This is an optimization exercise on Yosys and OpenROAD, whose aim is small area and a short achievable clock period, not a production implementation.
At most, simulation tests tie the RTL to the original design; equivalence was not proved.
For runs 2 to 5, only the layout was checked, not whether the RTL still works.

==> config.mk <==
export PLATFORM = sky130hd
export DESIGN_NAME = mod
export DESIGN_NICKNAME = mod
export VERILOG_FILES = /design/flow/design.v
export SDC_FILE = /design/flow/constraint.sdc
export NUM_CORES = 4
export LEC_CHECK = 0
export ABC_AREA = 1
export CAP_MARGIN = 20
export CORE_MARGIN = 2
export CORE_UTILIZATION = 40
export SETUP_SLACK_MARGIN = 3.0
export SLEW_MARGIN = 20
==> constraint.sdc <==
create_clock -name core_clock -period 5.2 [get_ports {clk}]
set_input_delay 1.0400 -clock core_clock [delete_from_list [all_inputs] [get_ports {clk}]]
set_output_delay 1.0400 -clock core_clock [all_outputs]
set_load 0.01 [all_outputs]
==> design.v <==
`timescale 1ns / 1ps
module mod (
    input logic clk,
    input logic reset,
    input logic [15:0] samp,
    output logic pull,
    output logic pdata
);
    localparam logic [39:0] TH = 40'h00014CCCCC;
    logic [7:0]  cnt;
    logic [15:0] sv;
    logic [39:2] xb;
    logic [39:8] pb;
    logic [1:0] q;
    logic [5:1] cx, cx_n;
    logic [3:1] cp, cp_n;
    logic        q_out;     
    logic        pull_r;    
    wire [5:0] d0_0 = xb[7:2];
    wire o0 = 1'b0;
    wire [5:0] d1_0 = xb[13:8];
    wire a1_1 = &xb[13:8];
    wire a2_1 = &xb[13:9];
    wire g1 = a1_1 & cx[1];
    wire p1 = (a1_1 & !cx[1]) | (a2_1 & !xb[8] & cx[1]);
    wire o1 = g1 | (p1 & o0);
    wire [5:0] d2_0 = xb[19:14];
    wire a1_2 = &xb[19:14];
    wire a2_2 = &xb[19:15];
    wire g2 = a1_2 & cx[2];
    wire p2 = (a1_2 & !cx[2]) | (a2_2 & !xb[14] & cx[2]);
    wire o2 = g2 | (p2 & o1);
    wire [5:0] d3_0 = xb[25:20];
    wire a1_3 = &xb[25:20];
    wire a2_3 = &xb[25:21];
    wire g3 = a1_3 & cx[3];
    wire p3 = (a1_3 & !cx[3]) | (a2_3 & !xb[20] & cx[3]);
    wire o3 = g3 | (p3 & o2);
    wire [5:0] d4_0 = xb[31:26];
    wire a1_4 = &xb[31:26];
    wire a2_4 = &xb[31:27];
    wire g4 = a1_4 & cx[4];
    wire p4 = (a1_4 & !cx[4]) | (a2_4 & !xb[26] & cx[4]);
    wire o4 = g4 | (p4 & o3);
    wire [7:0] d5_0 = xb[39:32];
    wire s395_0 = (xb[39:32] >= 8'd128);
    wire s395_1 = ((xb[39:32] >= 8'd127) && (xb[39:32] <= 8'd254));
    wire s395_2 = ((xb[39:32] >= 8'd126) && (xb[39:32] <= 8'd253));
    wire x39 = (o4 ? (cx[5] ? s395_2 : s395_1) : (cx[5] ? s395_1 : s395_0));
    wire z24_0 = (xb[31:26] == 6'd0);
    wire z24_1 = (xb[31:26] == 6'd63);
    wire z24_2 = (xb[31:26] == 6'd62);
    wire z25_0 = (xb[39:32] == 8'd0) || (xb[39:32] == 8'd128);
    wire z25_1 = (xb[39:32] == 8'd127) || (xb[39:32] == 8'd255);
    wire z25_2 = (xb[39:32] == 8'd126) || (xb[39:32] == 8'd254);
    wire z2 = (o3 ? (cx[4] ? z24_2 : z24_1) : (cx[4] ? z24_1 : z24_0)) & (o4 ? (cx[5] ? z25_2 : z25_1) : (cx[5] ? z25_1 : z25_0));
    wire z253_0 = (xb[25:20] <= 6'd31);
    wire z253_1 = (xb[25:20] <= 6'd30) || (xb[25:20] == 6'd63);
    wire z253_2 = (xb[25:20] <= 6'd29) || (xb[25:20] >= 6'd62);
    wire z25 = (o2 ? (cx[3] ? z253_2 : z253_1) : (cx[3] ? z253_1 : z253_0));
    wire z1 = z2 & z25;
    wire thge0_0 = d0_0[5:0] >= 6'd51;
    wire thgt1_0 = (xb[13:8] >= 6'd13);
    wire theq1_0 = (xb[13:8] == 6'd12);
    wire thgt1_1 = ((xb[13:8] >= 6'd12) && (xb[13:8] <= 6'd62));
    wire theq1_1 = (xb[13:8] == 6'd11);
    wire thgt1_2 = ((xb[13:8] >= 6'd11) && (xb[13:8] <= 6'd61));
    wire theq1_2 = (xb[13:8] == 6'd10);
    wire thgt2_0 = (xb[19:14] >= 6'd52);
    wire theq2_0 = (xb[19:14] == 6'd51);
    wire thgt2_1 = ((xb[19:14] >= 6'd51) && (xb[19:14] <= 6'd62));
    wire theq2_1 = (xb[19:14] == 6'd50);
    wire thgt2_2 = ((xb[19:14] >= 6'd50) && (xb[19:14] <= 6'd61));
    wire theq2_2 = (xb[19:14] == 6'd49);
    wire thgt3_0 = ((xb[25:20] >= 6'd21) && (xb[25:20] <= 6'd31)) || (xb[25:20] >= 6'd53);
    wire theq3_0 = (xb[25:20] == 6'd20) || (xb[25:20] == 6'd52);
    wire thgt3_1 = ((xb[25:20] >= 6'd20) && (xb[25:20] <= 6'd30)) || ((xb[25:20] >= 6'd52) && (xb[25:20] <= 6'd62));
    wire theq3_1 = (xb[25:20] == 6'd19) || (xb[25:20] == 6'd51);
    wire thgt3_2 = ((xb[25:20] >= 6'd19) && (xb[25:20] <= 6'd29)) || ((xb[25:20] >= 6'd51) && (xb[25:20] <= 6'd61));
    wire theq3_2 = (xb[25:20] == 6'd18) || (xb[25:20] == 6'd50);
    wire th = ((o2 ? (cx[3] ? thgt3_2 : thgt3_1) : (cx[3] ? thgt3_1 : thgt3_0)) | ((o2 ? (cx[3] ? theq3_2 : theq3_1) : (cx[3] ? theq3_1 : theq3_0)) & ((o1 ? (cx[2] ? thgt2_2 : thgt2_1) : (cx[2] ? thgt2_1 : thgt2_0)) | ((o1 ? (cx[2] ? theq2_2 : theq2_1) : (cx[2] ? theq2_1 : theq2_0)) & ((o0 ? (cx[1] ? thgt1_2 : thgt1_1) : (cx[1] ? thgt1_1 : thgt1_0)) | ((o0 ? (cx[1] ? theq1_2 : theq1_1) : (cx[1] ? theq1_1 : theq1_0)) & thge0_0))))));
    wire ttge0_0 = d0_0[5:0] >= 6'd38;
    wire ttgt1_0 = (xb[13:8] >= 6'd26);
    wire tteq1_0 = (xb[13:8] == 6'd25);
    wire ttgt1_1 = ((xb[13:8] >= 6'd25) && (xb[13:8] <= 6'd62));
    wire tteq1_1 = (xb[13:8] == 6'd24);
    wire ttgt1_2 = ((xb[13:8] >= 6'd24) && (xb[13:8] <= 6'd61));
    wire tteq1_2 = (xb[13:8] == 6'd23);
    wire ttgt2_0 = (xb[19:14] >= 6'd39);
    wire tteq2_0 = (xb[19:14] == 6'd38);
    wire ttgt2_1 = ((xb[19:14] >= 6'd38) && (xb[19:14] <= 6'd62));
    wire tteq2_1 = (xb[19:14] == 6'd37);
    wire ttgt2_2 = ((xb[19:14] >= 6'd37) && (xb[19:14] <= 6'd61));
    wire tteq2_2 = (xb[19:14] == 6'd36);
    wire ttgt3_0 = (xb[25:20] >= 6'd42);
    wire tteq3_0 = (xb[25:20] == 6'd41);
    wire ttgt3_1 = ((xb[25:20] >= 6'd41) && (xb[25:20] <= 6'd62));
    wire tteq3_1 = (xb[25:20] == 6'd40);
    wire ttgt3_2 = ((xb[25:20] >= 6'd40) && (xb[25:20] <= 6'd61));
    wire tteq3_2 = (xb[25:20] == 6'd39);
    wire tt = ((o2 ? (cx[3] ? ttgt3_2 : ttgt3_1) : (cx[3] ? ttgt3_1 : ttgt3_0)) | ((o2 ? (cx[3] ? tteq3_2 : tteq3_1) : (cx[3] ? tteq3_1 : tteq3_0)) & ((o1 ? (cx[2] ? ttgt2_2 : ttgt2_1) : (cx[2] ? ttgt2_1 : ttgt2_0)) | ((o1 ? (cx[2] ? tteq2_2 : tteq2_1) : (cx[2] ? tteq2_1 : tteq2_0)) & ((o0 ? (cx[1] ? ttgt1_2 : ttgt1_1) : (cx[1] ? ttgt1_1 : ttgt1_0)) | ((o0 ? (cx[1] ? tteq1_2 : tteq1_1) : (cx[1] ? tteq1_1 : tteq1_0)) & ttge0_0))))));
    wire c0 = !x39 & (!z1 | th);
    wire c1 = (x39 | !z2 | tt) & (!x39 | (z1 & !th));
    wire s1 = xb[8] ^ pb[8] ^ q[0];
    wire c2 = (xb[8] & pb[8]) | (xb[8] & q[0]) | (pb[8] & q[0]);
    wire s3 = xb[9] ^ pb[9] ^ q[0];
    wire c4 = (xb[9] & pb[9]) | (xb[9] & q[0]) | (pb[9] & q[0]);
    wire s5 = xb[10] ^ pb[10];
    wire c6 = xb[10] & pb[10];
    wire s7 = xb[11] ^ pb[11];
    wire c8 = xb[11] & pb[11];
    wire s9 = xb[12] ^ pb[12] ^ q[0];
    wire c10 = (xb[12] & pb[12]) | (xb[12] & q[0]) | (pb[12] & q[0]);
    wire s11 = xb[13] ^ pb[13] ^ q[0];
    wire c12 = (xb[13] & pb[13]) | (xb[13] & q[0]) | (pb[13] & q[0]);
    wire s13 = xb[14] ^ pb[14] ^ cp[1];
    wire c14 = (xb[14] & pb[14]) | (xb[14] & cp[1]) | (pb[14] & cp[1]);
    wire s15 = xb[15] ^ pb[15];
    wire c16 = xb[15] & pb[15];
    wire s17 = xb[16] ^ pb[16] ^ q[0];
    wire c18 = (xb[16] & pb[16]) | (xb[16] & q[0]) | (pb[16] & q[0]);
    wire s19 = xb[17] ^ pb[17] ^ q[0];
    wire c20 = (xb[17] & pb[17]) | (xb[17] & q[0]) | (pb[17] & q[0]);
    wire s21 = xb[18] ^ pb[18];
    wire c22 = xb[18] & pb[18];
    wire s23 = xb[19] ^ pb[19] ^ cp[2];
    wire c24 = (xb[19] & pb[19]) | (xb[19] & cp[2]) | (pb[19] & cp[2]);
    wire s25 = xb[20] ^ pb[20] ^ q[0];
    wire c26 = (xb[20] & pb[20]) | (xb[20] & q[0]) | (pb[20] & q[0]);
    wire s27 = xb[21] ^ pb[21] ^ q[0];
    wire c28 = (xb[21] & pb[21]) | (xb[21] & q[0]) | (pb[21] & q[0]);
    wire s29 = xb[22] ^ pb[22];
    wire c30 = xb[22] & pb[22];
    wire s31 = xb[23] ^ pb[23] ^ q[0];
    wire c32 = (xb[23] & pb[23]) | (xb[23] & q[0]) | (pb[23] & q[0]);
    wire s33 = xb[24] ^ pb[24] ^ q[0];
    wire c34 = (xb[24] & pb[24]) | (xb[24] & q[0]) | (pb[24] & q[0]);
    wire s35 = xb[25] ^ pb[25] ^ cp[3];
    wire c36 = (xb[25] & pb[25]) | (xb[25] & cp[3]) | (pb[25] & cp[3]);
    wire s37 = xb[26] ^ pb[26] ^ q[0];
    wire c38 = (xb[26] & pb[26]) | (xb[26] & q[0]) | (pb[26] & q[0]);
    wire s39 = xb[27] ^ pb[27] ^ q[0];
    wire c40 = (xb[27] & pb[27]) | (xb[27] & q[0]) | (pb[27] & q[0]);
    wire s41 = xb[28] ^ pb[28] ^ q[0];
    wire c42 = (xb[28] & pb[28]) | (xb[28] & q[0]) | (pb[28] & q[0]);
    wire s43 = xb[29] ^ pb[29] ^ q[0];
    wire c44 = (xb[29] & pb[29]) | (xb[29] & q[0]) | (pb[29] & q[0]);
    wire s45 = xb[30] ^ pb[30] ^ q[0];
    wire c46 = (xb[30] & pb[30]) | (xb[30] & q[0]) | (pb[30] & q[0]);
    wire s47 = xb[31] ^ pb[31] ^ q[0];
    wire c48 = (xb[31] & pb[31]) | (xb[31] & q[0]) | (pb[31] & q[0]);
    wire s49 = xb[32] ^ pb[32] ^ q[0];
    wire c50 = (xb[32] & pb[32]) | (xb[32] & q[0]) | (pb[32] & q[0]);
    wire s51 = xb[33] ^ pb[33] ^ q[0];
    wire c52 = (xb[33] & pb[33]) | (xb[33] & q[0]) | (pb[33] & q[0]);
    wire s53 = xb[34] ^ pb[34] ^ q[0];
    wire c54 = (xb[34] & pb[34]) | (xb[34] & q[0]) | (pb[34] & q[0]);
    wire s55 = xb[35] ^ pb[35] ^ q[0];
    wire c56 = (xb[35] & pb[35]) | (xb[35] & q[0]) | (pb[35] & q[0]);
    wire s57 = xb[36] ^ pb[36] ^ q[0];
    wire c58 = (xb[36] & pb[36]) | (xb[36] & q[0]) | (pb[36] & q[0]);
    wire s59 = xb[37] ^ pb[37] ^ q[0];
    wire c60 = (xb[37] & pb[37]) | (xb[37] & q[0]) | (pb[37] & q[0]);
    wire s61 = xb[38] ^ pb[38] ^ q[0];
    wire c62 = (xb[38] & pb[38]) | (xb[38] & q[0]) | (pb[38] & q[0]);
    wire s63 = xb[39] ^ pb[39] ^ q[0];
    wire c64 = (xb[39] & pb[39]) | (xb[39] & q[0]) | (pb[39] & q[0]);
    wire s65 = xb[2] ^ q[0] ^ 1'b0;
    wire c66 = (xb[2] & q[0]) | (xb[2] & 1'b0) | (q[0] & 1'b0);
    wire s67 = xb[3] ^ c66;
    wire c68 = xb[3] & c66;
    wire s69 = xb[4] ^ q[0] ^ c68;
    wire c70 = (xb[4] & q[0]) | (xb[4] & c68) | (q[0] & c68);
    wire s71 = xb[5] ^ q[0] ^ c70;
    wire c72 = (xb[5] & q[0]) | (xb[5] & c70) | (q[0] & c70);
    wire s73 = xb[6] ^ c72;
    wire c74 = xb[6] & c72;
    wire s75 = xb[7] ^ c74;
    wire c76 = xb[7] & c74;
    assign cx_n[1] = c76;
    wire s77 = s1 ^ cx[1];
    wire c78 = s1 & cx[1];
    wire s79 = s3 ^ c2 ^ c78;
    wire c80 = (s3 & c2) | (s3 & c78) | (c2 & c78);
    wire s81 = s5 ^ c4 ^ c80;
    wire c82 = (s5 & c4) | (s5 & c80) | (c4 & c80);
    wire s83 = s7 ^ c6 ^ c82;
    wire c84 = (s7 & c6) | (s7 & c82) | (c6 & c82);
    wire s85 = s9 ^ c8 ^ c84;
    wire c86 = (s9 & c8) | (s9 & c84) | (c8 & c84);
    wire s87 = s11 ^ c10 ^ c86;
    wire c88 = (s11 & c10) | (s11 & c86) | (c10 & c86);
    assign cx_n[2] = c88;
    wire s89 = s13 ^ c12 ^ cx[2];
    wire c90 = (s13 & c12) | (s13 & cx[2]) | (c12 & cx[2]);
    wire s91 = s15 ^ c14 ^ c90;
    wire c92 = (s15 & c14) | (s15 & c90) | (c14 & c90);
    wire s93 = s17 ^ c16 ^ c92;
    wire c94 = (s17 & c16) | (s17 & c92) | (c16 & c92);
    wire s95 = s19 ^ c18 ^ c94;
    wire c96 = (s19 & c18) | (s19 & c94) | (c18 & c94);
    wire s97 = s21 ^ c20 ^ c96;
    wire c98 = (s21 & c20) | (s21 & c96) | (c20 & c96);
    wire s99 = s23 ^ c22 ^ c98;
    wire c100 = (s23 & c22) | (s23 & c98) | (c22 & c98);
    assign cx_n[3] = c100;
    wire s101 = s25 ^ c24 ^ cx[3];
    wire c102 = (s25 & c24) | (s25 & cx[3]) | (c24 & cx[3]);
    wire s103 = s27 ^ c26 ^ c102;
    wire c104 = (s27 & c26) | (s27 & c102) | (c26 & c102);
    wire s105 = s29 ^ c28 ^ c104;
    wire c106 = (s29 & c28) | (s29 & c104) | (c28 & c104);
    wire s107 = s31 ^ c30 ^ c106;
    wire c108 = (s31 & c30) | (s31 & c106) | (c30 & c106);
    wire s109 = s33 ^ c32 ^ c108;
    wire c110 = (s33 & c32) | (s33 & c108) | (c32 & c108);
    wire s111 = s35 ^ c34 ^ c110;
    wire c112 = (s35 & c34) | (s35 & c110) | (c34 & c110);
    assign cx_n[4] = c112;
    wire s113 = s37 ^ c36 ^ cx[4];
    wire c114 = (s37 & c36) | (s37 & cx[4]) | (c36 & cx[4]);
    wire s115 = s39 ^ c38 ^ c114;
    wire c116 = (s39 & c38) | (s39 & c114) | (c38 & c114);
    wire s117 = s41 ^ c40 ^ c116;
    wire c118 = (s41 & c40) | (s41 & c116) | (c40 & c116);
    wire s119 = s43 ^ c42 ^ c118;
    wire c120 = (s43 & c42) | (s43 & c118) | (c42 & c118);
    wire s121 = s45 ^ c44 ^ c120;
    wire c122 = (s45 & c44) | (s45 & c120) | (c44 & c120);
    wire s123 = s47 ^ c46 ^ c122;
    wire c124 = (s47 & c46) | (s47 & c122) | (c46 & c122);
    assign cx_n[5] = c124;
    wire s125 = s49 ^ c48 ^ cx[5];
    wire c126 = (s49 & c48) | (s49 & cx[5]) | (c48 & cx[5]);
    wire s127 = s51 ^ c50 ^ c126;
    wire c128 = (s51 & c50) | (s51 & c126) | (c50 & c126);
    wire s129 = s53 ^ c52 ^ c128;
    wire c130 = (s53 & c52) | (s53 & c128) | (c52 & c128);
    wire s131 = s55 ^ c54 ^ c130;
    wire c132 = (s55 & c54) | (s55 & c130) | (c54 & c130);
    wire s133 = s57 ^ c56 ^ c132;
    wire c134 = (s57 & c56) | (s57 & c132) | (c56 & c132);
    wire s135 = s59 ^ c58 ^ c134;
    wire c136 = (s59 & c58) | (s59 & c134) | (c58 & c134);
    wire s137 = s61 ^ c60 ^ c136;
    wire c138 = (s61 & c60) | (s61 & c136) | (c60 & c136);
    wire s139 = s63 ^ c62 ^ c138;
    wire c140 = (s63 & c62) | (s63 & c138) | (c62 & c138);
    wire [6:0] ps141 = {1'b0, pb[13], pb[12], pb[11], pb[10], pb[9], pb[8]} + {1'b0, sv[5], sv[4], sv[3], sv[2], sv[1], sv[0]} + 7'(1'b0);
    assign cp_n[1] = ps141[6];
    wire [5:0] ps142 = {1'b0, pb[18], pb[17], pb[16], pb[15], pb[14]} + {1'b0, sv[10], sv[9], sv[8], sv[7], sv[6]} + 6'(cp[1]);
    assign cp_n[2] = ps142[5];
    wire [6:0] ps143 = {1'b0, pb[24], pb[23], pb[22], pb[21], pb[20], pb[19]} + {1'b0, q[1], sv[15], sv[14], sv[13], sv[12], sv[11]} + 7'(cp[2]);
    assign cp_n[3] = ps143[6];
    wire [15:0] ps144 = {1'b0, pb[39], pb[38], pb[37], pb[36], pb[35], pb[34], pb[33], pb[32], pb[31], pb[30], pb[29], pb[28], pb[27], pb[26], pb[25]} + {1'b0, q[1], q[1], q[1], q[1], q[1], q[1], q[1], q[1], q[1], q[1], q[1], q[1], q[1], q[1], q[1]} + 16'(cp[3]);
    wire [39:2] xb_n = {s139, s137, s135, s133, s131, s129, s127, s125, s123, s121, s119, s117, s115, s113, s111, s109, s107, s105, s103, s101, s99, s97, s95, s93, s91, s89, s87, s85, s83, s81, s79, s77, s75, s73, s71, s69, s67, s65};
    wire [39:8] pb_n = {ps144[14], ps144[13], ps144[12], ps144[11], ps144[10], ps144[9], ps144[8], ps144[7], ps144[6], ps144[5], ps144[4], ps144[3], ps144[2], ps144[1], ps144[0], ps143[5], ps143[4], ps143[3], ps143[2], ps143[1], ps143[0], ps142[4], ps142[3], ps142[2], ps142[1], ps142[0], ps141[5], ps141[4], ps141[3], ps141[2], ps141[1], ps141[0]};
    always_ff @(posedge clk or posedge reset) begin
        if (reset) begin
            cnt <= 8'hFF;
            pull_r <= 1'b1;
            sv  <= '0;
            xb  <= '0;
            pb  <= '0;
            q   <= '0;
            q_out <= 1'b0;
            cx  <= '0;
            cp  <= '0;
        end else begin
            cnt <= cnt + 8'd1;
            pull_r <= (cnt == 8'hFE);
            if (cnt == 8'hFF) sv <= samp;
            xb  <= xb_n;
            pb  <= pb_n;
            cx  <= cx_n;
            cp  <= cp_n;
            q[0] <= q[0] ? c1 : c0;
            q[1] <= q[1] ? c1 : c0;
            q_out <= q_out ? c1 : c0;
        end
    end
    assign pull  = pull_r;
    assign pdata = q_out;
endmodule
==> flow/run.sh <==
#!/bin/bash
# The standard layout (the standard.sh), but without Yosys's full-adder
# extraction (ADDER_MAP_FILE empty): ABC then maps the adders itself, into
# faster gates than the fixed sky130 fa/ha cells. Registers are unchanged.
set -euo pipefail
bash standard.sh ADDER_MAP_FILE=  finish > standard_flow.log 2>&1
==> standard.sh <==
#!/bin/bash
# synth_recipe.tcl (not shown) runs the flow's synth.tcl, then flattens the netlist and writes it again
# the make line also repeats each setting of config.mk as NAME=value (left out here)
make -C /OpenROAD-flow-scripts/flow DESIGN_CONFIG=/design/flow/config.mk WORK_HOME=/design/flow/orfs CLKGATE_MAP_FILE= SYNTH_SCRIPT=/design/flow/synth_recipe.tcl "${@:-finish}"
==> impl_results.md, run 1 <==
- Per-cell routed wire length: 11.2 µm
- CP peak stage delay: 0.52 ns
- Reg2reg path depth: 17
- CP arrival: ~1.1 ns
- P&R area growth vs syn: 14.4%
- Die area: 18,700 µm²
- Worst-Margin Slew: 0.755 ns
- RSZ-0062 raised after global routing: yes
- Rel. slew slack: 49.7%
- Routed vias: ~6,000
- Dpl cell area: about 7400 µm²
- I/O Buffers: 19
- GRT overflow: 0
- Maxcap violations: 0
- Prevailing post-synth register cell: dfrtp_1
- Detailed Routing Iterations Pass 1: 4
- Share of layout cells above drive strength 1: 13.5%
- Fin area: slightly above 8000 µm²
- Initial Utilization: 40.8%
- Synthesized area per cell: about 7 µm²
- Vias in the first global route: 5,617
- Final HPWL DP: 9.90 mm
- Tightest Hold Check Type: flop to flop
- Worst R2R End: xb[39]
- Pre-CTS WS: around 2.2 ns
- Final setup viols: 0
- Largest net degree at the start of global routing: 58
- Die X-Extent: 137 µm
- TritonCTS buffer count: 9
- Worst-case clock buffer depth: 2
- Placer Congestion: 0.835
- R2R Setup Slk: ~3.1 ns
- Most common cell after layout, fill and taps aside: nand2_1
- Final hold vios: 0
- Async SR Flop Fraction: between 90% and 100%
- Seq/Total Area, Yosys: 37.7%
- Clock root cell: clkbuf_16
- CP Launch Type: flop
- CP Capture Point: pull
- Core Footprint: roughly 17,000 µm²
- Die Y: 137 µm
- WL final: around 14 mm
- Yosys cell types: 49
- Post-synthesis register bit count: about 110
- Post-cts hold buffer count: 0
- Final setup margin: 3.05 ns
- CTS H-tree depth: 3
- CP Data Required Time: 4.16 ns
- Post-route ant nets: 0
- Share of the synthesized area in the top cell type: 34.4%
- Worst-path fanout max: 1
- Slew Viols, Final: 0
- GR Util met2: 27.1%
- Type of the worst setup path: flop to output pin
- Syn Nets: 1,001
- Busiest grt layer: met2
- Met3 Use GR: 3.15%
- Synthesized instance count: roughly 1,000
- Setup crit start: pull_r
- Most frequent cells in the layout: 312 x nand2_1, 117 x nor2_1, 83 x dfrtp_1
- Synth warn: 1
- CP bufs+invs: 1
- Crit. End Element: output pin
- NumNets Final: 1,041
- Initial antenna violation count: 0
- Status: complete, no violations
- Worst-path clk slew: ~0.08 ns
- Final min period: 2.15 ns
- Rows: between 40 and 50
- Reg-to-Reg Start: q[0]
- CP Cell Sequence: clkdlybuf4s15_1
- Clock Sinks: 106
- DRC: 0
- Gr usage total: 16.0%
- Synth area leader: dfrtp_1
- Io pins: 20
- Worst-skew pair later-pin latency: 0.36 ns
- Total negative slack: 0 ns
- Fin crit share: 41.3%
- DR vias/cell: 4.78
- CP max stage cell: dfstp_2
- CP Depth: 1
- GR Util met1: a little over a fifth
- Antenna cell count: 0
- Fmax: about 470 MHz
- CTS tree: yes
- EDFF count, synth: 0
- First-pass GRT wire length: 24.5 mm
- Synthesized cell area: 7060 µm²
- Largest cells by area after synthesis: dfrtp_1 34%, nand2_1 17%, xor2_1 8.6%, nor2_1 6.4%, xnor2_1 4.3%
- Top delay family on crit path: flip-flops
- Clock skew: 0.00936 ns
- Drt first-iter violations: approximately 290
stage by stage:
stage	std cells	util [%]	hold WS, ns
5_1_grt	1253	46.7	0.511
2_1_floorplan	983	-	0.454
3_3_place_gp	1213	43.0	0.469
6_report	1253	46.7	0.487
4_1_cts	1232	45.0	0.493
3_5_place_dp	1213	43.0	0.471
state kept, by name, indices dropped and copies added, names as in the netlist:
name / cells
xb: 38
pb: 32
sv: 16
cnt: 8
cx: 5
cp: 3
q: 2
pull_r: 1
q_out: 1
timing repair:
| action | 4_1_cts | 5_1_grt |
|---|---|---|
| cloned | 0 | 1 |
| setup endpoints to repair | 44 | 20 |
| gates resized for setup | 12 | 45 |
| pin swaps | 0 | 7 |
| buffers inserted | 3 | 20 |
cells in the mapped netlist (5+ instances only):
| master | count |
|---|---|
| nor2_1 | 120 |
| nand4_1 | 6 |
| nand2_1 | 319 |
| nor3_1 | 13 |
| xnor2_1 | 35 |
| a21oi_1 | 33 |
| o21ai_1 | 28 |
| or2_1 | 12 |
| nand2_2 | 5 |
| dfrtp_1 | 97 |
| or2_2 | 10 |
| buf_2 | 6 |
| o211ai_1 | 7 |
| nand3_1 | 39 |
| dfstp_2 | 9 |
| o21ai_0 | 27 |
| maj3_1 | 5 |
| xor2_1 | 69 |
| inv_1 | 73 |
| inv_2 | 17 |
cell families (layout without fill, tap and decap cells):
logic type	after synthesis	in the layout	share of synthesized area [%]
simple gates	534	534	31.5
compound gates	125	125	10.4
buf+inv	109	154	6.73
flops	106	106	37.7
xor+xnor	104	104	12.9
fa+ha+maj	5	5	0.709
layout make-up:
cell class,instances,area [µm²]
Inverter,91,374
Timing Repair inverter,1,11.3
Clock buffer,10,229
Sequential cell,106,2680
Tap cell,225,282
Multi-Input combinational cell,768,4030
Timing Repair Buffer,46,395
Fill cell,1724,9220
Clock inverter,6,75.1
routing by layer:
metal / wire length, µm / share of wire (%)
met5: 0 / 0
met4: 244 / 1.7
met2: 6510 / 46
met3: 354 / 2.5
met1: 6900 / 49
worst min-delay path by stage:
stage	cells after the start	start	to	slack, ns
final	1	cnt[0]	cnt[0]	0.49
after global placement	1	cnt[0]	cnt[0]	0.47
after floorplan	1	cnt[0]	cnt[0]	0.45
after global routing	2	cnt[1]	pull_r	0.51
after detailed placement	1	cnt[0]	cnt[0]	0.47
after CTS	1	cnt[0]	cnt[0]	0.49
==> run 2: changes to the inputs <==
--- a/design.v
+++ b/design.v
@@ -252,9 +252,40 @@
     assign cp_n[2] = ps142[5];
     wire [6:0] ps143 = {1'b0, pb[24], pb[23], pb[22], pb[21], pb[20], pb[19]} + {1'b0, q[1], sv[15], sv[14], sv[13], sv[12], sv[11]} + 7'(cp[2]);
     assign cp_n[3] = ps143[6];
-    wire [15:0] ps144 = {1'b0, pb[39], pb[38], pb[37], pb[36], pb[35], pb[34], pb[33], pb[32], pb[31], pb[30], pb[29], pb[28], pb[27], pb[26], pb[25]} + {1'b0, q[1], q[1], q[1], q[1], q[1], q[1], q[1], q[1], q[1], q[1], q[1], q[1], q[1], q[1], q[1]} + 16'(cp[3]);
+    wire inc144 = cp[3] & !q[1];
+    wire dec145 = q[1] & !cp[3];
+    wire t146 = inc144 | dec145;
+    wire s147 = pb[25] ^ t146;
+    wire t148 = (inc144 & pb[25]) | (dec145 & !(pb[25]));
+    wire s149 = pb[26] ^ t148;
+    wire t150 = (inc144 & pb[25] & pb[26]) | (dec145 & !(pb[25] | pb[26]));
+    wire s151 = pb[27] ^ t150;
+    wire t152 = (inc144 & pb[25] & pb[26] & pb[27]) | (dec145 & !(pb[25] | pb[26] | pb[27]));
+    wire s153 = pb[28] ^ t152;
+    wire t154 = (inc144 & pb[25] & pb[26] & pb[27] & pb[28]) | (dec145 & !(pb[25] | pb[26] | pb[27] | pb[28]));
+    wire s155 = pb[29] ^ t154;
+    wire t156 = (inc144 & pb[25] & pb[26] & pb[27] & pb[28] & pb[29]) | (dec145 & !(pb[25] | pb[26] | pb[27] | pb[28] | pb[29]));
+    wire s157 = pb[30] ^ t156;
+    wire t158 = (inc144 & pb[25] & pb[26] & pb[27] & pb[28] & pb[29] & pb[30]) | (dec145 & !(pb[25] | pb[26] | pb[27] | pb[28] | pb[29] | pb[30]));
+    wire s159 = pb[31] ^ t158;
+    wire t160 = (inc144 & pb[25] & pb[26] & pb[27] & pb[28] & pb[29] & pb[30] & pb[31]) | (dec145 & !(pb[25] | pb[26] | pb[27] | pb[28] | pb[29] | pb[30] | pb[31]));
+    wire s161 = pb[32] ^ t160;
+    wire t162 = (inc144 & pb[25] & pb[26] & pb[27] & pb[28] & pb[29] & pb[30] & pb[31] & pb[32]) | (dec145 & !(pb[25] | pb[26] | pb[27] | pb[28] | pb[29] | pb[30] | pb[31] | pb[32]));
+    wire s163 = pb[33] ^ t162;
+    wire t164 = (inc144 & pb[25] & pb[26] & pb[27] & pb[28] & pb[29] & pb[30] & pb[31] & pb[32] & pb[33]) | (dec145 & !(pb[25] | pb[26] | pb[27] | pb[28] | pb[29] | pb[30] | pb[31] | pb[32] | pb[33]));
+    wire s165 = pb[34] ^ t164;
+    wire t166 = (inc144 & pb[25] & pb[26] & pb[27] & pb[28] & pb[29] & pb[30] & pb[31] & pb[32] & pb[33] & pb[34]) | (dec145 & !(pb[25] | pb[26] | pb[27] | pb[28] | pb[29] | pb[30] | pb[31] | pb[32] | pb[33] | pb[34]));
+    wire s167 = pb[35] ^ t166;
+    wire t168 = (inc144 & pb[25] & pb[26] & pb[27] & pb[28] & pb[29] & pb[30] & pb[31] & pb[32] & pb[33] & pb[34] & pb[35]) | (dec145 & !(pb[25] | pb[26] | pb[27] | pb[28] | pb[29] | pb[30] | pb[31] | pb[32] | pb[33] | pb[34] | pb[35]));
+    wire s169 = pb[36] ^ t168;
+    wire t170 = (inc144 & pb[25] & pb[26] & pb[27] & pb[28] & pb[29] & pb[30] & pb[31] & pb[32] & pb[33] & pb[34] & pb[35] & pb[36]) | (dec145 & !(pb[25] | pb[26] | pb[27] | pb[28] | pb[29] | pb[30] | pb[31] | pb[32] | pb[33] | pb[34] | pb[35] | pb[36]));
+    wire s171 = pb[37] ^ t170;
+    wire t172 = (inc144 & pb[25] & pb[26] & pb[27] & pb[28] & pb[29] & pb[30] & pb[31] & pb[32] & pb[33] & pb[34] & pb[35] & pb[36] & pb[37]) | (dec145 & !(pb[25] | pb[26] | pb[27] | pb[28] | pb[29] | pb[30] | pb[31] | pb[32] | pb[33] | pb[34] | pb[35] | pb[36] | pb[37]));
+    wire s173 = pb[38] ^ t172;
+    wire t174 = (inc144 & pb[25] & pb[26] & pb[27] & pb[28] & pb[29] & pb[30] & pb[31] & pb[32] & pb[33] & pb[34] & pb[35] & pb[36] & pb[37] & pb[38]) | (dec145 & !(pb[25] | pb[26] | pb[27] | pb[28] | pb[29] | pb[30] | pb[31] | pb[32] | pb[33] | pb[34] | pb[35] | pb[36] | pb[37] | pb[38]));
+    wire s175 = pb[39] ^ t174;
     wire [39:2] xb_n = {s139, s137, s135, s133, s131, s129, s127, s125, s123, s121, s119, s117, s115, s113, s111, s109, s107, s105, s103, s101, s99, s97, s95, s93, s91, s89, s87, s85, s83, s81, s79, s77, s75, s73, s71, s69, s67, s65};
-    wire [39:8] pb_n = {ps144[14], ps144[13], ps144[12], ps144[11], ps144[10], ps144[9], ps144[8], ps144[7], ps144[6], ps144[5], ps144[4], ps144[3], ps144[2], ps144[1], ps144[0], ps143[5], ps143[4], ps143[3], ps143[2], ps143[1], ps143[0], ps142[4], ps142[3], ps142[2], ps142[1], ps142[0], ps141[5], ps141[4], ps141[3], ps141[2], ps141[1], ps141[0]};
+    wire [39:8] pb_n = {s175, s173, s171, s169, s167, s165, s163, s161, s159, s157, s155, s153, s151, s149, s147, ps143[5], ps143[4], ps143[3], ps143[2], ps143[1], ps143[0], ps142[4], ps142[3], ps142[2], ps142[1], ps142[0], ps141[5], ps141[4], ps141[3], ps141[2], ps141[1], ps141[0]};
     always_ff @(posedge clk or posedge reset) begin
         if (reset) begin
             cnt <= 8'hFF;
==> run 2 against run 1 <==
Still clean. Highest routed layer unchanged. Routed wire length is 2.3% lower. Global-route usage is 0.30 points lower. Critical path depth stayed put. Worst setup slack better by 0.010 ns.
==> impl_results.md, run 2 <==
- Most frequent cells in the layout: 274 x nand2_1, 102 x nor2_1, 74 x dfrtp_1
- Worst-case clock buffer depth: 2
- Clock root cell: clkbuf_16
- Maxcap violations: 0
- I/O Buffers: 19
- Total negative slack: 0 ns
- Vias in the first global route: 5,330
- Routed vias: 5,762
- CP max stage cell: dfstp_2
- NumNets Final: 990
- Final setup margin: just over 3 ns
- Final hold vios: 0
- Synth top cells by count: 277 x nand2_1, 105 x nor2_1, 97 x dfrtp_1
- WL final: 13.7 mm
- Synth area leader: dfrtp_1
- Worst-path fanout max: 1
- Crit. End Element: output pin
- Post-cts hold buffer count: 0
- DRC: 0
- Type of the worst setup path: flop to output pin
- Fill cell count: 1,729
- CTS tree: yes
- CP bufs+invs: 1
- First-pass GRT wire length: 23.7 mm
- Final setup viols: 0
- Core Footprint: 17,200 µm²
- Gr usage total: 15.7%
- CTS H-tree depth: 3
- Clock skew: 0.00777 ns
- Io pins: 20
- Synthesized cell area: around 7000 µm²
- CP Cell Sequence: clkdlybuf4s15_1
- Post-route ant nets: 0
- Slew Viols, Final: 0
- Rows: 48
- Synthesized area per cell: between 7 and 8 µm²
- Worst-skew pair later-pin latency: 0.36 ns
- CP Launch Type: flop
- Yosys cell types: 51
- CP peak stage delay: 0.52 ns
- Drt first-iter violations: between 200 and 300
- Status: complete, no violations
- Worst-Margin Slew: 0.553 ns
- Die area: 18,500 µm²
- CP Data Required Time: 4.16 ns
- Largest cells by area after synthesis: dfrtp_1 35%, nand2_1 15%, xor2_1 7.3%, nor2_1 5.7%, xnor2_1 3.8%
- Clock Sinks: 106
- Syn Nets: 950
- Largest regs: xb x38, pb x32, sv x16
- Die Y: ~140 µm
- Die X-Extent: 136 µm
- Final HPWL DP: 9.66 mm
- Per-cell routed wire length: 11.4 µm
- GRT overflow: 0
- EDFF count, synth: 0
- Rel. slew slack: a little over three fifths
- Share of the synthesized area in the top cell type: 34.8%
- Max reg flops: 38
- Tightest Hold Check Type: flop to flop
- Fmax: 468 MHz
- Synthesized instance count: 932
- Most flops, register: xb
- Worst-path clk slew: ~0.080 ns
- TritonCTS buffer count: 9
- RSZ-0062 raised after global routing: yes
- Top delay family on crit path: flip-flops
- P&R area growth vs syn: 15.4%
- Post-synthesis register bit count: about 110
- Most common cell after layout, fill and taps aside: nand2_1
- Placer Congestion: 0.819
- Initial Utilization: between 40% and 50%
- Share of layout cells above drive strength 1: 18.5%
- CP arrival: 1.10 ns
- Async SR Flop Fraction: 100%
- DR vias/cell: 4.79
- Prevailing post-synth register cell: dfrtp_1
- Pre-CTS WS: approximately 2.2 ns
- Initial antenna violation count: 0
- Seq/Total Area, Yosys: between 30% and 40%
- Fin crit share: 41.1%
- Antenna cell count: 0
- Final min period: 2.14 ns
- Most common cell in the netlist: nand2_1
- Detailed Routing Iterations Pass 1: 4
- Synth warn: 1
- Largest net degree at the start of global routing: 57
run 2: cell types whose count changed after synthesis, sizes merged, moves of 3 or more:
cell	before	now
xnor2	35	30
nand2	325	294
nor4	1	4
mux2	0	16
nand3	40	45
nor2	121	113
inv	91	76
xor2	69	59
o211ai	7	3
a41oi	3	0
o21ai	59	63
run 2: per-layer routing:
layer	share of wire [%]	routed length [µm]	global-route usage, %	up-vias
li1	-	-	-	3061
met1	49	6690	19.8	2624
met2	47	6410	26.8	62
met3	2.5	342	3.02	15
met5	0	0	0	-
met4	1.7	237	5.38	0
run 2: repair_timing:
| item | CTS | global route |
|---|---|---|
| setup endpoints to repair | 77 | 63 |
| setup buffers | 1 | 24 |
| resized for setup | 8 | 50 |
| pin swaps | 0 | 11 |
| gates cloned | 1 | 2 |
| hold endpoints to repair | 0 | 0 |
run 2: final timing paths:
check	startpoint	cells after the start	end	slack, ns
max	pull_r	1	pull	3.06
min in group asynchronous	reset	2	pb[17]	1.13
max reg2reg	pb[25]	13	pb[39]	3.09
min	sv[0]	1	pb[8]	0.48
max in group asynchronous	reset	3	q[0]	3.29
min reg2reg	sv[0]	1	pb[8]	0.48
run 2: final cells by class:
| class | count | area, µm² | share of cell area (%) |
|---|---|---|---|
| clock inverters | 6 | 61.3 | 0.762 |
| inverters | 76 | 318 | 3.95 |
| well taps | 225 | 282 | 3.50 |
| flip-flops and latches | 106 | 2700 | 33.5 |
| repair buffers | 46 | 395 | 4.91 |
| multi-input cells | 730 | 4030 | 50.0 |
| clock buffers | 10 | 239 | 2.97 |
| repair inverters | 3 | 30.0 | 0.373 |
run 2: cell families after synthesis:
group	share of synthesized area [%]
AND/OR/NAND/NOR	32.2
AO/OA/AOI/OAI	9.28
flip-flops	38.2
buffers and inverters	5.72
XOR/XNOR	11.3
multiplexers	2.73
adder cells (fa/ha/maj)	0.574
run 2: stage by stage:
stage	cells	area, µm²	hold slack [ns]	utilization [%]
global placement	1158	7350	0.465	42.8
floorplan	932	6980	0.454	-
finish	1202	8050	0.478	46.8
CTS	1176	7680	0.480	44.7
global route	1202	8050	0.501	46.8
detailed placement	1158	7350	0.468	42.8
==> run 3: changes to the inputs <==
--- a/config.mk
+++ b/config.mk
@@ -9,5 +9,5 @@
 export CAP_MARGIN = 20
 export CORE_MARGIN = 2
 export CORE_UTILIZATION = 40
-export SETUP_SLACK_MARGIN = 3.0
+export SETUP_SLACK_MARGIN = 3.1
 export SLEW_MARGIN = 20
==> run 3 against run 2 <==
Flip-flop and latch count unchanged. Sequential share of layout area down 1.2 points. Design area up 3.8%. Clock skew about the same. Non-clock buffer count up 18. Count of clock-buffer cells in the layout unchanged.
==> impl_results.md, run 3 <==
- Synth area leader: dfrtp_1
- CP Launch Type: flop
- CP Data Required Time: 5.48 ns
- Final hold vios: 0
- Die X-Extent: 136 µm
- Seq/Total Area, Yosys: 38.2%
- Initial antenna violation count: 0
- CTS tree: yes
- Placed insts: about 1,200
- Most common cell in the netlist: nand2_1
- Synthesized instance count: 932
- Clock skew: 0.00761 ns
- Io pins: 20
- Initial Utilization: 40.6%
- Tightest Hold Check Type: flop to flop
- Vias in the first global route: between 5,000 and 6,000
- Async SR Flop Fraction: 100%
- Clock root cell: clkbuf_16
- Fin crit share: between 40% and 50%
- First-pass GRT wire length: ~24 mm
- TritonCTS buffer count: 9
- Mux contribution to synthesized area: ~2.7%
- Compound-Gate Fraction of Synth Area: 9.28%
- EDFF count, synth: 0
- Max reg flops: 38
- Fmax: 473 MHz
- Final setup viols: 0
- Status: complete, no violations
- Crit. End Element: flop
- WL final: approximately 15 mm
- Rel. slew slack: 62.7%
- CTS H-tree depth: 3
- Synth warn: 1
- Type of the worst setup path: flop to flop
- Share of layout cells above drive strength 1: between 20% and 30%
- Per-cell routed wire length: 11.9 µm
- CP arrival: ~2.4 ns
- CP peak stage delay: 0.42 ns
- Rows: between 40 and 50
- P&R area growth vs syn: 19.8%
- Worst-path fanout max: 4
- Post-route ant nets: 0
- Clock Sinks: ~110
- Syn Nets: 950
- RSZ-0062 raised after global routing: yes
- Layout Cells excl Fill: 1,221
- Synthesized cell area: between 6000 and 7000 µm²
- Final HPWL DP: between 9 and 10 mm
- Detailed Routing Iterations Pass 1: 5
- Worst-path clk slew: 0.07 ns
- Die Y: 136 µm
- Largest cells by area after synthesis: dfrtp_1 35%, nand2_1 15%, xor2_1 7.3%, nor2_1 5.7%, xnor2_1 3.8%
- Most flops, register: xb
- Largest net degree at the start of global routing: 57
- Largest regs: xb x38, pb x32, sv x16
- Xor and xnor area share after synthesis: 11.3%
- CP bufs+invs: 0
- Most frequent cells in the layout: 259 x nand2_1, 98 x nor2_1, 72 x dfrtp_1
- Routed vias: 5,937
- Final min period: around 2.1 ns
- Worst-case clock buffer depth: 2
- Antenna cell count: 0
- GRT overflow: 0
- Prevailing post-synth register cell: dfrtp_1
- Largest family of logic cells by synthesized area: simple AND/OR/NAND/NOR gates
- Post-Synth Adder-Cell Area: 0.574%
- NumNets Final: 1,009
- Yosys cell types: 51
- Core Footprint: 17,200 µm²
- Die area: 18,500 µm²
- Total negative slack: 0 ns
- Synthesized area per cell: between 7 and 8 µm²
- Maxcap violations: 0
- Gr usage total: between 10% and 20%
- Synth top cells by count: 277 x nand2_1, 105 x nor2_1, 97 x dfrtp_1
- Drt first-iter violations: 290
- CP max stage cell: dfrtp_1
- I/O Buffers: 19
- Worst-Margin Slew: ~0.56 ns
- CP Cell Sequence: nor2_1, nand3_1, nor2_2, nand2_1, nor2_2, nand3_1, or2_4, nor2_4, nand2_2, nor2_1, nand2_1, mux2i_1, xor2_1
- Share of the synthesized area in the top cell type: 34.8%
- Most common cell after layout, fill and taps aside: nand2_1
- Slew Viols, Final: 0
- DR vias/cell: slightly below 5
- Top delay family on crit path: simple AND/OR/NAND/NOR gates
- Simple-gate area share of the yosys netlist: about 32%
- Placer Congestion: between 0.8 and 0.9
- Worst-skew pair later-pin latency: about 0.36 ns
- Post-synthesis register bit count: 106
- DRC: 0
run 3: changes by cell type in the layout (fill, tap and decap cells not counted), sizes merged:
cell         change
buf             +19
clkinv           +1
clkinvlp         +1
dlygate4sd2      -1
inv              -1
run 3: cell families after synthesis:
family,count (synthesis)
simple gates,504
compound gates,116
flops,106
buf+inv,96
xor+xnor,89
mux,17
fa+ha+maj,4
run 3: metal layers:
| metal | vias up | GRT usage (%) | wire length, µm |
|---|---|---|---|
| li1 | 3097 | - | - |
| met1 | 2754 | 20.2 | 6930 |
| met2 | 68 | 26.9 | 7000 |
| met3 | 18 | 3.06 | 335 |
| met4 | 0 | 5.50 | 257 |
| met5 | - | 0 | 0 |
run 3: area by class of cell:
cell class | instances | area, µm²
multi-input cells | 730 | 4180
fillers | 1712 | 8820
repair buffers | 64 | 538
clock buffers | 10 | 239
inverters | 76 | 318
repair inverters | 4 | 40.0
clock inverters | 6 | 61.3
flip-flops and latches | 106 | 2700
well taps | 225 | 282
run 3: repair_timing:
action | CTS | global route
setup buffers | 6 | 37
endpoints found under the hold margin | 0 | 0
cloned | 1 | 3
pin swaps | 1 | 26
endpoints found under the setup margin | 104 | 23
resized for setup | 24 | 86
hold buffers | 0 | 0
run 3: worst register-to-register path: stages, from the launching register on:
cell and delay (ns):
dfrtp_1 0.42, nor2_1 0.12, nand3_1 0.11, nor2_2 0.15
nand2_1 0.09, nor2_2 0.10, nand3_1 0.09, or2_4 0.26
nor2_4 0.08, nand2_2 0.07, nor2_1 0.09, nand2_1 0.09
mux2i_1 0.19, xor2_1 0.17
run 3: worst paths after layout:
| kind | startpoint | endpoint | cells after the start | slack [ns] |
|---|---|---|---|---|
| worst max register to register | pb[25] | pb[39] | 13 | 3.09 |
| worst max-delay path | pb[25] | pb[39] | 13 | 3.09 |
| worst min register to register | sv[0] | pb[8] | 1 | 0.48 |
| worst min-delay path | sv[0] | pb[8] | 1 | 0.48 |
| min in group asynchronous | reset | pb[19] | 2 | 1.21 |
| max in group asynchronous | reset | q[0] | 3 | 3.31 |
run 3: per-stage QoR:
step	setup WS, ns	cell area (µm²)	util (%)	hold slack [ns]
final	3.09	8350	48.6	0.480
after global routing	2.89	8350	48.6	0.501
after CTS	3.07	7750	45.1	0.480
after detailed placement	2.23	7350	42.8	0.468
after global placement	2.32	7350	42.8	0.465
after floorplan	2.89	6980	-	0.454
==> run 4: changes to the inputs <==
--- a/config.mk
+++ b/config.mk
@@ -9,5 +9,5 @@
 export CAP_MARGIN = 20
 export CORE_MARGIN = 2
 export CORE_UTILIZATION = 40
-export SETUP_SLACK_MARGIN = 3.1
+export SETUP_SLACK_MARGIN = 2.9
 export SLEW_MARGIN = 20
==> run 4 against run 3 <==
Critical path type is now flop to output pin. Synthesized area did not move. Still clean. Count of clock-buffer cells in the layout unchanged. Critical path depth decreased by 12. Cell count fell by 2.8%. Flip-flop and latch count is the same. Non-clock buffer count is 31 lower.
==> impl_results.md, run 4 <==
- DRC: 0
- CP Data Required Time: 4.16 ns
- Final min period: 2.17 ns
- Die Y: 136 µm
- CP max stage cell: dfstp_2
- Drt first-iter violations: 305
- Final setup viols: 0
- Share of layout cells above drive strength 1: 15.0%
- Min-Delay Path Depth: 1
- Worst-path clk slew: 0.08 ns
- Fin area: 7820 µm²
- Clock skew: 0.00641 ns
- Async SR Flop Fraction: 100%
- Worst R2R End: q[0]
- Clock root cell: clkbuf_16
- DR vias/cell: 4.80
- R2R Setup Slk: 3.07 ns
- Final HPWL DP: 9.66 mm
- Met3 Use GR: 3.02%
- GR Util met1: 19.8%
- Post-route ant nets: 0
- Post-synthesis register bit count: 106
- TritonCTS buffer count: 9
- Dpl cell area: 7350 µm²
- Largest cells by area after synthesis: dfrtp_1 35%, nand2_1 15%, xor2_1 7.3%, nor2_1 5.7%, xnor2_1 3.8%
- RSZ-0062 raised after global routing: yes
- Prevailing post-synth register cell: dfrtp_1
- Type of the worst setup path: flop to output pin
- CTS tree: yes
- Most frequent cells in the layout: 277 x nand2_1, 102 x nor2_1, 86 x dfrtp_1
- Total negative slack: 0 ns
- Worst-Margin Slew: 0.555 ns
- First-pass GRT wire length: 23.7 mm
- Die area: 18,500 µm²
- Clock Sinks: 106
- Synth area leader: dfrtp_1
- CP Cell Sequence: dlygate4sd2_1
- Reg2reg path depth: 13
- Synthesized cell area: 6970 µm²
- Worst Hold End: pb[8]
- Most common cell in the netlist: nand2_1
- Setup crit start: pull_r
- Yosys cell types: just over 50
- I/O Buffers: 19
- Per-cell routed wire length: 11.1 µm
- NumNets Final: 975
- Fmax: 461 MHz
- CTS H-tree depth: 3
- Worst-case clock buffer depth: 2
- Fin crit share: 41.7%
- Largest net degree at the start of global routing: 57
- Top delay family on crit path: flip-flops
- Rows: 48
- Initial Utilization: 40.6%
- Most common cell after layout, fill and taps aside: nand2_1
- Most flops, register: xb
- WL final: 13.2 mm
- Maxcap violations: 0
- Detailed Routing Iterations Pass 1: 4
- Synthesized area per cell: 7.48 µm²
- Synthesized instance count: 932
- Seq/Total Area, Yosys: 38.2%
- EDFF count, synth: 0
- Worst-path fanout max: 1
- P&R area growth vs syn: 12.1%
- Largest regs: xb x38, pb x32, sv x16
- Synth top cells by count: 277 x nand2_1, 105 x nor2_1, 97 x dfrtp_1
- Routed vias: around 5,700
- Core Footprint: 17,200 µm²
- CP Launch Type: flop
- Slew Viols, Final: 0
- CP arrival: 1.13 ns
- GRT overflow: 0
- Worst-skew pair later-pin latency: 0.36 ns
- Critical hold path startpoint: sv[0]
- Rel. slew slack: between 60% and 70%
- Crit. End Element: output pin
- Tightest Hold Check Type: flop to flop
- Io pins: 20
- Synth warn: 1
- Post-cts hold buffer count: 0
- Vias in the first global route: 5,333
- Die X-Extent: between 100 and 150 µm
- Reg-to-Reg Start: cx[1]
- Placer Congestion: 0.819
- Share of the synthesized area in the top cell type: 34.8%
- CP peak stage delay: between 0.5 and 0.6 ns
- Status: complete, no violations
- Busiest grt layer: met2
- Gr usage total: 15.7%
- CP bufs+invs: 1
- GR Util met2: 26.9%
- Final hold vios: 0
- Initial antenna violation count: 0
- Antenna cell count: 0
- Syn Nets: 950
- Max reg flops: 38
## run 4: cell counts after synthesis
No cell type changed its count.
## run 4: repair_timing
action                     in CTS  in global routing
gates resized for setup         6                 22
pin swaps                       0                  5
gates cloned                    1                  0
setup endpoints to repair      74                 17
setup buffers                   1                 11
## run 4: worst max-delay path by stage
stage | end | slack (ns) | depth (start not counted)
5_1_grt | q[0] | 2.88 | 3
2_1_floorplan | cp[1] | 2.89 | 1
3_5_place_dp | xb[39] | 2.23 | 17
6_report | pull | 3.03 | 1
4_1_cts | xb[39] | 2.89 | 17
3_3_place_gp | xb[39] | 2.32 | 16
## run 4: final cells by class
type                    count  area, µm²
well taps                 225        282
inverters                  76        308
clock inverters             6       61.3
repair inverters            1       7.51
multi-input cells         730       3950
fillers                  1756       9360
flip-flops and latches    106       2680
clock buffers              10        239
repair buffers             33        293
## run 4: metrics by stage
step | instances | setup WS [ns] | utilization [%] | hold slack (ns)
2_1_floorplan | 932 | 2.89 | - | 0.454
3_3_place_gp | 1158 | 2.32 | 42.8 | 0.465
3_5_place_dp | 1158 | 2.23 | 42.8 | 0.468
4_1_cts | 1176 | 2.89 | 44.7 | 0.480
5_1_grt | 1187 | 2.88 | 45.5 | 0.501
6_report | 1187 | 3.03 | 45.5 | 0.480
## run 4: logic make-up after synthesis
logic type,synth area share (%)
and+or+nand+nor,32.2
AOI/OAI and AO/OA,9.28
buffers and inverters,5.72
DFF,38.2
xor gates and xnor gates,11.3
adders and majority gates,0.574
muxes,2.73
## run 4: routing by layer
layer	routed length [µm]	share of wire (%)
met1	6590	50
met2	6140	47
met3	249	1.9
met4	199	1.5
met5	0	0
==> run 5: changes to the inputs <==
==> flow/run.sh (replaced) <==
#!/bin/bash
# The standard layout (the standard.sh), but without Yosys's full-adder
# extraction (ADDER_MAP_FILE empty): ABC then maps the adders itself, into
# faster gates than the fixed sky130 fa/ha cells. Registers are unchanged.
# The port buffers are the smallest buffer cell (buffer_ports -buffer_cell).
set -euo pipefail
bash standard.sh ADDER_MAP_FILE= 'BUFFER_PORTS_ARGS=-buffer_cell sky130_fd_sc_hd__buf_1'  finish > standard_flow.log 2>&1
--- a/config.mk
+++ b/config.mk
@@ -9,5 +9,5 @@
 export CAP_MARGIN = 20
 export CORE_MARGIN = 2
 export CORE_UTILIZATION = 40
-export SETUP_SLACK_MARGIN = 2.9
+export SETUP_SLACK_MARGIN = 3.0
 export SLEW_MARGIN = 20
==> run 5 against run 4 <==
Via count up 2.1%. Critical path depth grew 12. Non-clock buffer count up 17. Clock skew increased by 0.00089 ns. Largest cell class unchanged. Global-route usage is 0.086 points higher. Still clean on timing, DRC and antenna.
==> impl_results.md, run 5 <==
- Reg2reg path depth: 13
- Syn Nets: 950
- EDFF count, synth: 0
- Slew Viols, Final: 0
- Largest regs: xb x38, pb x32, sv x16
- I/O Buffers: 19
- Initial antenna violation count: 0
- Drt first-iter violations: 330
- Total negative slack: 0 ns
- Synth top cells by count: 277 x nand2_1, 105 x nor2_1, 97 x dfrtp_1
- Max reg flops: 38
- P&R area growth vs syn: 14.1%
- Synthesized cell area: 6970 µm²
- Status: complete, no violations
- Placed insts: ~1,200
- Prevailing post-synth register cell: dfrtp_1
- DRC: 0
- WL final: 14.0 mm
- Worst-path fanout max: 6
- Largest cells by area after synthesis: dfrtp_1 35%, nand2_1 15%, xor2_1 7.3%, nor2_1 5.7%, xnor2_1 3.8%
- Final setup viols: 0
- Crit path top cell by count: nor2_4
- Initial Utilization: 40.6%
- Io pins: 20
- Most flops, register: xb
- Largest net degree at the start of global routing: 44
- Final HPWL DP: 9.58 mm
- Routed vias: 5,811
- CP Depth: 13
- Fmax: 455 MHz
- DR vias/cell: 4.82
- CP arrival: 2.48 ns
- Fin crit share: between 40 and 50%
- Yosys cell types: just over 50
- CP Cell Sequence: nor2_2, nand3_2, nor2_4, nand2_2, nor2_4, nand3_2, or2_4, nor2_4, nand2_2, nor2_1, nand2_1, mux2i_2, xor2_1
- Tightest Hold Check Type: flop to flop
- Synthesized area per cell: 7.48 µm²
- CP Data Required Time: about 5.5 ns
- Layout Cells excl Fill: 1,206
- Clock Sinks: 106
- Post-cts hold buffer count: 0
- Clock skew: 0.00730 ns
- Most common cell after layout, fill and taps aside: nand2_1
- Fin area: approximately 8000 µm²
- Vias in the first global route: 5,278
- CP peak stage delay: 0.45 ns
- Share of the synthesized area in the top cell type: 34.8%
- GRT overflow: 0
- Worst-path clk slew: approximately 0.08 ns
- Rel. slew slack: 50.6%
- Post-synthesis register bit count: 106
- CP max stage cell: dfrtp_2
- Maxcap violations: 0
- NumNets Final: 994
- Synthesized instance count: 932
- Most common cell in the netlist: nand2_1
- First-pass GRT wire length: between 20 and 25 mm
- TritonCTS buffer count: 9
- CTS tree: yes
- Seq/Total Area, Yosys: 38.2%
- Final min period: 2.20 ns
- Final hold vios: 0
- CTS H-tree depth: 3
- Fin util: 46.3%
- Die X-Extent: 136 µm
- RSZ-0062 raised after global routing: yes
- Die Y: 136 µm
- Die area: 18,500 µm²
- Placer Congestion: 0.827
- Synth warn: 1
- Crit. End Element: flop
- Rows: 48
- CP Launch Type: flop
- Gr usage total: roughly 16%
- Worst-skew pair later-pin latency: about 0.35 ns
- CP bufs+invs: 0
- Type of the worst setup path: flop to flop
- Detailed Routing Iterations Pass 1: 5
- Core Footprint: 17,200 µm²
- Post-route ant nets: 0
- Antenna cell count: 0
- Async SR Flop Fraction: between 90% and 100%
- Top delay family on crit path: simple AND/OR/NAND/NOR gates
- Worst-Margin Slew: 0.739 ns
- Synth area leader: dfrtp_1
- Clock root cell: clkbuf_16
- Min-Delay Path Depth: 1
- Most frequent cells in the layout: 273 x nand2_1, 101 x nor2_1, 76 x dfrtp_1
- Share of layout cells above drive strength 1: approximately 19%
- Dpl cell area: 7230 µm²
- Per-cell routed wire length: 11.6 µm
- Worst-case clock buffer depth: 2
-- run 5: cell types whose count changed in the layout (fill, tap and decap cells not counted), sizes merged --
cell | before | now
buf | 14 | 50
clkdlybuf4s50 | 17 | 0
clkinv | 3 | 1
clkinvlp | 3 | 2
dlygate4sd2 | 2 | 0
inv | 77 | 82
-- run 5: path summary, 6_finish.rpt --
path                            startpoint  slack (ns)      to
worst max register to register      pb[26]        3.00  pb[39]
worst min register to register      cnt[0]        0.49  cnt[0]
worst min-delay path                cnt[0]        0.49  cnt[0]
min in group asynchronous            reset        0.79   sv[8]
max in group asynchronous            reset        3.33    q[0]
worst max-delay path                pb[26]        3.00  pb[39]
-- run 5: repair_timing --
| action | 4_1_cts | 5_1_grt |
|---|---|---|
| cloned | 1 | 2 |
| buffers inserted | 0 | 29 |
| pin swaps | 0 | 12 |
| resized for setup | 8 | 53 |
| setup endpoints to repair | 36 | 19 |
-- run 5: per-layer routing --
layer | GRT usage, % | wire length (µm)
met5 | 0 | 0
met4 | 4.40 | 243
met3 | 3.06 | 386
met2 | 27.1 | 6860
met1 | 20.3 | 6530
-- run 5: layout make-up --
cell class,count,area [µm²]
repair inverters,3,26.3
flip-flops and latches,106,2690
clock inverters,6,58.8
well taps,225,282
inverters,76,308
repair buffers,50,302
multi-input cells,730,4060
fillers,1775,9220
clock buffers,10,229
-- run 5: stage by stage --
stage / setup WS, ns / hold slack (ns)
after floorplan: 2.89 / 0.454
after detailed placement: 2.23 / 0.472
after CTS: 3.01 / 0.489
after global routing: 2.84 / 0.506
after global placement: 2.33 / 0.464
final: 3.00 / 0.486
-- run 5: logic make-up (layout without fill, tap and decap cells) --
group,after synthesis,after routing,synth area share (%)
XOR/XNOR,89,89,11.3
multiplexers,17,17,2.73
AND/OR/NAND/NOR,504,504,32.2
AO/OA/AOI/OAI,116,116,9.28
buffers and inverters,96,145,5.72
flip-flops,106,106,38.2
adder cells (fa/ha/maj),4,4,0.574

what the ideal ports hide:
In the flow no input, the clock included, has a driving cell. The finished layouts below were timed again as built, in two steps.
Step 1: set_driving_cell puts a clkbuf_16 on clk and a buf_2 on each other input, an assumption about the parent block.
Step 2 adds t to the input delays and takes it off the output delays; t is the mean of the earliest and latest rising clock arrival at the registers after step 1. Input paths then give back, and output paths get back, about the clock's delay inside the block.
Three values: no drivers, after step 1, after step 2; two values: the first two.
run | shift t [ns] | slack for setup (ns) | worst hold slack (ns) | clock arrival spread, ns | worst data-port slew with drivers (ns)
run 1 | 0.394 | 3.051 / 3.009 / 2.964 | 0.487 / 0.487 / 0.487 | 0.010 / 0.010 | 0.04
run 2 | 0.395 | 3.061 / 3.021 / 2.916 | 0.478 / 0.478 / 0.478 | 0.010 / 0.010 | 0.03
run 3 | 0.396 | 3.087 / 3.087 / 2.929 | 0.480 / 0.480 / 0.480 | 0.012 / 0.012 | 0.03
run 4 | 0.394 | 3.033 / 2.992 / 2.741 | 0.480 / 0.480 / 0.480 | 0.010 / 0.010 | 0.03
run 5 | 0.393 | 3.002 / 3.002 / 2.958 | 0.486 / 0.486 / 0.486 | 0.011 / 0.010 | 0.03
After both steps setup and hold are still met in every run listed. For run 4, which loses most, drivers alone change the setup slack by -0.041 ns; drivers and shift together by -0.292 ns. The worst setup slack also covers recovery checks on asynchronous resets.
